What follows belongs to an exercise in optimizing a design on an open flow for small area, a short achievable clock period and few clock cycles; a production flow would make more cautious choices.
RTL that was checked went through simulation tests only; none was proved equivalent to the original.

== garnet ==
==> module bas, before the edit <==
module bas(clock,reset,load, seed_x,seed_y,iterations,x,y,x_extreme,y_extreme,out_value,done );
    input clock,reset,load;
    input [8:0] seed_x,seed_y;
    input [8:0] iterations;
    input [15:0] x,y;
    output signed [15:0] x_extreme,y_extreme;
    output signed [39:0] out_value;
    output reg done;
    reg [15:0] x_curr, y_curr;           
    reg signed [13:0] step_x, step_y;    
    reg signed [13:0] step_nx, step_ny;  
    reg [17:0] dl1, dl2, dr1, dr2;       
    reg ql1, ql2, qr1, qr2;              
    reg [32:0] value_curr;               
    reg [8:0] dir_x, dir_y;              
    reg [12:0] sense;                    
    reg [8:0] remain;
    reg run;
    reg first;                           
    reg [15:0] x_best, y_best;
    reg [32:0] value_best;
    reg value_init;                      
    wire [32:0] al, bl, ar, br;
    beetle_left_antenna ol(dl1, dl2, ql1, ql2, al, bl);
    beetle_left_antenna or_(dr1, dr2, qr1, qr2, ar, br);
    wire go_right;
    beetle_compare cmp(al, bl, ar, br, go_right);
    wire [32:0] odour_l = al + bl;
    wire [32:0] odour_r = ar + br;
    wire [15:0] x_l = x_curr + {{2{step_x[13]}}, step_x};
    wire [15:0] y_l = y_curr + {{2{step_y[13]}}, step_y};
    wire [15:0] x_r = x_curr - {{2{step_x[13]}}, step_x};
    wire [15:0] y_r = y_curr - {{2{step_y[13]}}, step_y};
    wire [17:0] ell1, ell2, elr1, elr2, erl1, erl2, err1, err2;
    wire qll1, qll2, qlr1, qlr2, qrl1, qrl2, qrr1, qrr2;
    beetle_position #(0) pll(x_l, y_l, step_nx, step_ny, ell1, ell2, qll1, qll2);
    beetle_position #(1) plr(x_l, y_l, step_nx, step_ny, elr1, elr2, qlr1, qlr2);
    beetle_position #(0) prl(x_r, y_r, step_nx, step_ny, erl1, erl2, qrl1, qrl2);
    beetle_position #(1) prr(x_r, y_r, step_nx, step_ny, err1, err2, qrr1, qrr2);
    wire signed [13:0] mul_x, mul_y;
    wire [14:0] sense3 = {2'b00, sense} + {1'b0, sense, 1'b0};
    beetle_right_antenna mulx(dir_x, sense, sense3, mul_x);
    beetle_right_antenna muly(dir_y, sense, sense3, mul_y);
    wire [8:0] dir_x_n, dir_y_n, seed_x_n, seed_y_n;
    lfsr lx(dir_x, dir_x_n);
    lfsr ly(dir_y, dir_y_n);
    lfsr lsx(seed_x, seed_x_n);
    lfsr lsy(seed_y, seed_y_n);
    assign x_extreme = x_best;
    assign y_extreme = y_best;
    assign out_value = {4'b0, {3{value_init}}, value_best};
    always @(posedge clock) begin
        if (reset) begin
            x_curr <= x;
            y_curr <= y;
            dl1 <= 18'd0;
            dl2 <= 18'd0;
            dr1 <= 18'd0;
            dr2 <= 18'd0;
            ql1 <= 1'b0;
            ql2 <= 1'b0;
            qr1 <= 1'b0;
            qr2 <= 1'b0;
            step_x <= 14'd0;
            step_y <= 14'd0;
            step_nx <= 14'd0;
            step_ny <= 14'd0;
            dir_x <= 9'd0;
            dir_y <= 9'd0;
        end else begin
            if (go_right) begin
                x_curr <= x_r;
                y_curr <= y_r;
                dl1 <= erl1;
                dl2 <= erl2;
                dr1 <= err1;
                dr2 <= err2;
                ql1 <= qrl1;
                ql2 <= qrl2;
                qr1 <= qrr1;
                qr2 <= qrr2;
            end else begin
                x_curr <= x_l;
                y_curr <= y_l;
                dl1 <= ell1;
                dl2 <= ell2;
                dr1 <= elr1;
                dr2 <= elr2;
                ql1 <= qll1;
                ql2 <= qll2;
                qr1 <= qlr1;
                qr2 <= qlr2;
            end
            step_x <= step_nx;
            step_y <= step_ny;
            if (load) begin
                step_nx <= {{5{seed_x[8]}}, seed_x} + {{2{seed_x[8]}}, seed_x, 3'b000} + {seed_x[8], seed_x, 4'b0000};
                step_ny <= {{5{seed_y[8]}}, seed_y} + {{2{seed_y[8]}}, seed_y, 3'b000} + {seed_y[8], seed_y, 4'b0000};
                dir_x <= seed_x_n;
                dir_y <= seed_y_n;
            end else begin
                step_nx <= mul_x;
                step_ny <= mul_y;
                dir_x <= dir_x_n;
                dir_y <= dir_y_n;
            end
        end
        value_curr <= go_right ? odour_r : odour_l;
        if (reset)
            sense <= 13'd6400;
        else
            sense <= sense - {8'd0, sense[12:8]} - {12'd0, sense[7:0] != 8'd0};
        if (reset) begin
            run <= 1'b0;
            done <= 1'b0;
            x_best <= 16'd0;
            y_best <= 16'd0;
            value_best <= {33{1'b1}};
            value_init <= 1'b1;
        end else if (load) begin
            remain <= iterations;
            first <= 1'b1;
            run <= iterations != 9'd0;
            done <= iterations == 9'd0;
        end else if (run) begin
            remain <= remain - 9'd1;
            first <= 1'b0;
            if (remain == 9'd0) begin
                run <= 1'b0;
                done <= 1'b1;
            end
            if (!first && value_curr < value_best) begin
                x_best <= x_curr;
                y_best <= y_curr;
                value_best <= value_curr;
                value_init <= 1'b0;
            end
        end
    end
endmodule
==> flow/config.mk <==
export PLATFORM = sky130hd
export DESIGN_NAME = bas
export DESIGN_NICKNAME = bas
export VERILOG_FILES = /design/flow/design.v
export SDC_FILE = /design/flow/constraint.sdc
export NUM_CORES = 8
export LEC_CHECK = 0
export ABC_AREA = 1
export CAP_MARGIN = 20
export CORE_MARGIN = 2
export CORE_UTILIZATION = 45
export SLEW_MARGIN = 20
==> flow/constraint.sdc <==
create_clock -name core_clock -period 27.0 [get_ports {clock}]
set_input_delay 5.4000 -clock core_clock [delete_from_list [all_inputs] [get_ports {clock}]]
set_output_delay 5.4000 -clock core_clock [all_outputs]
set_load 0.01 [all_outputs]
standard.sh (not shown) runs the stock make flow with config.mk's settings and CLKGATE_MAP_FILE= SYNTH_SCRIPT=/design/flow/synth_recipe.tcl, a recipe that flattens the netlist after the stock synthesis.
==> flow/flow/run.sh <==
#!/bin/bash
# The standard layout, with timing repair aiming for 20 ns of setup slack
# at the design's clock period (over-fixing, as SETUP_SLACK_MARGIN does),
# on the worst 20% of endpoints, and buf_4 cells as the port buffers.
set -euo pipefail
bash standard.sh SETUP_SLACK_MARGIN=20 TNS_END_PERCENT=20 "BUFFER_PORTS_ARGS=-buffer_cell sky130_fd_sc_hd__buf_4" finish > orfs_make.log 2>&1
Modified inputs, amber compared to garnet
--- a/flow/design.v
+++ b/flow/design.v
@@ -799,8 +799,10 @@
         end
         value_curr <= go_right ? odour_r : odour_l;
         if (reset)
             sense <= 13'd6400;
+        else if (load)
+            sense <= 13'd6375;
         else
             sense <= sense - {8'd0, sense[12:8]} - {12'd0, sense[7:0] != 8'd0};
         if (reset) begin
             run <= 1'b0;
## What came out
Looking at garnet and amber, the met2 wirelength from detailed routing is a wash.
Clock skew is higher on amber
In the flow results for garnet and amber, the non-clock buffering overhead in the final layout is larger on garnet.
Changes observed in amber relative to garnet: count of flip-flops and latches was more or less identical; final period utilization flat.
Initial antenna violation count (amber over garnet): decrease, 2
amber vs garnet, global-route wire length before repair went up by 3200 µm.
On die height, garnet and amber are neck and neck.
Depth of the critical timing path with buffers and inverters included came out higher on amber than on garnet.
In terms of synthesized cell count, amber and garnet differ only marginally.
The run showing the greater worst setup slack is garnet.
Of garnet and amber, the lower non-clock buffer count belongs to amber.
Testbench counts of amber, summed over its fixed seeds: cycles 49,176.
The RTL of garnet was laid out without a check of its function.

== run E ==
Another version of the RTL of bas (not shown whole).
Size: ~7700 cells after synthesis, ~310 flip-flops, ~0.055 mm² of cells after synthesis.
Design bas, start of the top module:
module bas(clock,reset,load, seed_x,seed_y,iterations,x,y,x_extreme,y_extreme,out_value,done );
==> module bas, before the edit <==
module bas(clock,reset,load, seed_x,seed_y,iterations,x,y,x_extreme,y_extreme,out_value,done );
    input clock,reset,load;
    input [8:0] seed_x,seed_y;
    input [8:0] iterations;
    input [15:0] x,y;
    output signed [15:0] x_extreme,y_extreme;
    output signed [39:0] out_value;
    output reg done;
    reg [15:0] x_curr, y_curr;           
    reg signed [13:0] step_x, step_y;    
    reg signed [13:0] step_nx, step_ny;  
    reg [17:0] dl1, dl2, dr1, dr2;       
    reg ql1, ql2, qr1, qr2;              
    reg [32:0] value_curr;               
    reg [8:0] dir_x, dir_y;              
    reg [12:0] sense;                    
    reg [9:0] remain;
    reg run;
    reg first;                           
    reg [15:0] x_best, y_best;
    reg [32:0] value_best;
    reg value_init;                      
    wire [32:0] al, bl, ar, br;
    beetle_left_antenna ol(dl1, dl2, ql1, ql2, al, bl);
    beetle_left_antenna or_(dr1, dr2, qr1, qr2, ar, br);
    wire go_right;
    beetle_compare cmp(al, bl, ar, br, go_right);
    wire [32:0] odour_l, odour_r;
    beetle_prefix_add #(33, 6) suml(al, bl, odour_l);
    beetle_prefix_add #(33, 6) sumr(ar, br, odour_r);
    wire [15:0] x_l = x_curr + {{2{step_x[13]}}, step_x};
    wire [15:0] y_l = y_curr + {{2{step_y[13]}}, step_y};
    wire [15:0] x_r = x_curr - {{2{step_x[13]}}, step_x};
    wire [15:0] y_r = y_curr - {{2{step_y[13]}}, step_y};
    wire [17:0] ell1, ell2, elr1, elr2, erl1, erl2, err1, err2;
    wire qll1, qll2, qlr1, qlr2, qrl1, qrl2, qrr1, qrr2;
    beetle_position #(0) pll(x_l, y_l, step_nx, step_ny, ell1, ell2, qll1, qll2);
    beetle_position #(1) plr(x_l, y_l, step_nx, step_ny, elr1, elr2, qlr1, qlr2);
    beetle_position #(0) prl(x_r, y_r, step_nx, step_ny, erl1, erl2, qrl1, qrl2);
    beetle_position #(1) prr(x_r, y_r, step_nx, step_ny, err1, err2, qrr1, qrr2);
    wire signed [13:0] mul_x, mul_y;
    wire [14:0] sense3 = {2'b00, sense} + {1'b0, sense, 1'b0};
    wire [8:0] dir_x_n, dir_y_n;
    lfsr lx(dir_x, dir_x_n);
    lfsr ly(dir_y, dir_y_n);
    beetle_right_antenna mulx(dir_x, sense, sense3, mul_x);
    beetle_right_antenna muly(dir_y, sense, sense3, mul_y);
    assign x_extreme = x_best;
    assign y_extreme = y_best;
    assign out_value = {4'b0, {3{value_init}}, value_best};
    always @(posedge clock) begin
        if (reset) begin
            x_curr <= x;
            y_curr <= y;
            dl1 <= 18'd0;
            dl2 <= 18'd0;
            dr1 <= 18'd0;
            dr2 <= 18'd0;
            ql1 <= 1'b0;
            ql2 <= 1'b0;
            qr1 <= 1'b0;
            qr2 <= 1'b0;
            step_x <= 14'd0;
            step_y <= 14'd0;
            step_nx <= 14'd0;
            step_ny <= 14'd0;
            dir_x <= 9'd0;
            dir_y <= 9'd0;
        end else begin
            if (go_right) begin
                x_curr <= x_r;
                y_curr <= y_r;
                dl1 <= erl1;
                dl2 <= erl2;
                dr1 <= err1;
                dr2 <= err2;
                ql1 <= qrl1;
                ql2 <= qrl2;
                qr1 <= qrr1;
                qr2 <= qrr2;
            end else begin
                x_curr <= x_l;
                y_curr <= y_l;
                dl1 <= ell1;
                dl2 <= ell2;
                dr1 <= elr1;
                dr2 <= elr2;
                ql1 <= qll1;
                ql2 <= qll2;
                qr1 <= qlr1;
                qr2 <= qlr2;
            end
            step_x <= step_nx;
            step_y <= step_ny;
            step_nx <= mul_x;
            step_ny <= mul_y;
            if (load) begin
                dir_x <= seed_x;
                dir_y <= seed_y;
            end else begin
                dir_x <= dir_x_n;
                dir_y <= dir_y_n;
            end
        end
        value_curr <= go_right ? odour_r : odour_l;
        if (reset | load)
            sense <= 13'd6400;
        else
            sense <= sense - {8'd0, sense[12:8]} - {12'd0, sense[7:0] != 8'd0};
        if (reset) begin
            run <= 1'b0;
            done <= 1'b0;
            first <= 1'b0;
            x_best <= 16'd0;
            y_best <= 16'd0;
            value_best <= {33{1'b1}};
            value_init <= 1'b1;
        end else if (load) begin
            remain <= {1'b0, iterations} + 10'd1;
            first <= 1'b1;
            run <= iterations != 9'd0;
            done <= iterations == 9'd0;
        end else if (run) begin
            remain <= remain - 10'd1;
            first <= 1'b0;
            if (remain == 10'd0) begin
                run <= 1'b0;
                done <= 1'b1;
            end
            if (!first && value_curr < value_best) begin
                x_best <= x_curr;
                y_best <= y_curr;
                value_best <= value_curr;
                value_init <= 1'b0;
            end
        end
    end
endmodule
==> flow/config.mk <==
export PLATFORM = sky130hd
export DESIGN_NAME = bas
export DESIGN_NICKNAME = bas
export VERILOG_FILES = /design/flow/design.v
export SDC_FILE = /design/flow/constraint.sdc
export NUM_CORES = 8
export LEC_CHECK = 0
export ABC_AREA = 1
export CAP_MARGIN = 20
export CORE_MARGIN = 2
export CORE_UTILIZATION = 50
export SLEW_MARGIN = 20
==> flow/constraint.sdc <==
create_clock -name core_clock -period 27.0 [get_ports {clock}]
set_input_delay 5.4000 -clock core_clock [delete_from_list [all_inputs] [get_ports {clock}]]
set_output_delay 5.4000 -clock core_clock [all_outputs]
set_load 0.01 [all_outputs]
==> flow/flow/run.sh <==
#!/bin/bash
# The standard layout: floorplan with the default timing repair, then the rest
# with timing repair aiming for 20 ns of setup slack at the design's clock
# period (over-fixing, as SETUP_SLACK_MARGIN does) on the worst 10% of
# endpoints, and buf_2 cells as the port buffers.
set -euo pipefail
bash standard.sh "BUFFER_PORTS_ARGS=-buffer_cell sky130_fd_sc_hd__buf_2" floorplan > orfs_make_floorplan.log 2>&1
bash standard.sh SETUP_SLACK_MARGIN=20 TNS_END_PERCENT=10 "BUFFER_PORTS_ARGS=-buffer_cell sky130_fd_sc_hd__buf_2" finish > orfs_make.log 2>&1
Testbench counts of run E, summed over its fixed seeds: cycles 49,368.
Edits applied to the flow inputs when going from run E to run D:
diff --git a/flow/design.v b/flow/design.v
--- a/flow/design.v
+++ b/flow/design.v
@@ -882,22 +882,18 @@
                 dir_x <= dir_x_n;
                 dir_y <= dir_y_n;
             end
         end
         value_curr <= go_right ? odour_r : odour_l;
-        if (reset | load)
-            sense <= 13'd6400;
+        if (reset)
+            sense <= 13'd6426;
         else
             sense <= sense - {8'd0, sense[12:8]} - {12'd0, sense[7:0] != 8'd0};
         if (reset) begin
             run <= 1'b0;
             done <= 1'b0;
             first <= 1'b0;
-            x_best <= 16'd0;
-            y_best <= 16'd0;
-            value_best <= {33{1'b1}};
-            value_init <= 1'b1;
         end else if (load) begin
             remain <= {1'b0, iterations} + 10'd1;
             first <= 1'b1;
             run <= iterations != 9'd0;
             done <= iterations == 9'd0;
@@ -906,14 +902,19 @@
             first <= 1'b0;
             if (remain == 10'd0) begin
                 run <= 1'b0;
                 done <= 1'b1;
             end
-            if (!first && value_curr < value_best) begin
-                x_best <= x_curr;
-                y_best <= y_curr;
-                value_best <= value_curr;
-                value_init <= 1'b0;
-            end
+        end
+        if (reset) begin
+            x_best <= 16'd0;
+            y_best <= 16'd0;
+            value_best <= {33{1'b1}};
+            value_init <= 1'b1;
+        end else if (run && !first && value_curr < value_best) begin
+            x_best <= x_curr;
+            y_best <= y_curr;
+            value_best <= value_curr;
+            value_init <= 1'b0;
         end
     end
 endmodule
==> notes.md <==
- Run D: PASS, flow complete, no timing, DRC or antenna violations
- NOTE: clock-buffer cell count in run D exceeds that of run E
- Run E -> run D: placed wire-length estimate increased slightly
- Diff run E -> run D: overall die area shows an increase of 0.46%; design area ~0 delta; starting density of the core shows an increase of 0.16 points; setup slack of the critical path after layout now smaller.
- The via count of the routed design of run D is higher than that of run E.
- Between run E and run D, clock skew decreased.
Only the layout flow was run in run D; the RTL was not checked for function there.

==> afterwards: timing with drivers on the ports <==
How much do the figures lean on ideal ports? The routed layouts below were timed once more, with nothing changed but the port constraints.
Step 1, drivers: a clkbuf_16 drives clock and a buf_2 each remaining input, both assumed.
Step 2 also shifts input and output timing later by t, the mid clock arrival at the registers, as if the neighbouring blocks saw the same clock.
a / b / c = no drivers / after step 1 / after step 2; a / b = the first two.
run	t, ns	setup slack, ns	hold slack, ns
garnet	0.704	19.904 / 19.947 / 19.244	0.477 / 0.477 / 0.477
amber	0.713	19.896 / 19.926 / 19.213	0.480 / 0.480 / 0.480
run E	0.708	20.149 / 20.149 / 19.511	0.468 / 0.468 / 0.468
run D	0.704	19.939 / 19.939 / 19.296	0.458 / 0.458 / 0.458
After both steps every run listed still meets setup and hold. The setup slack of amber, which loses most, moves by +0.030 ns with the drivers and by -0.683 ns with both steps.
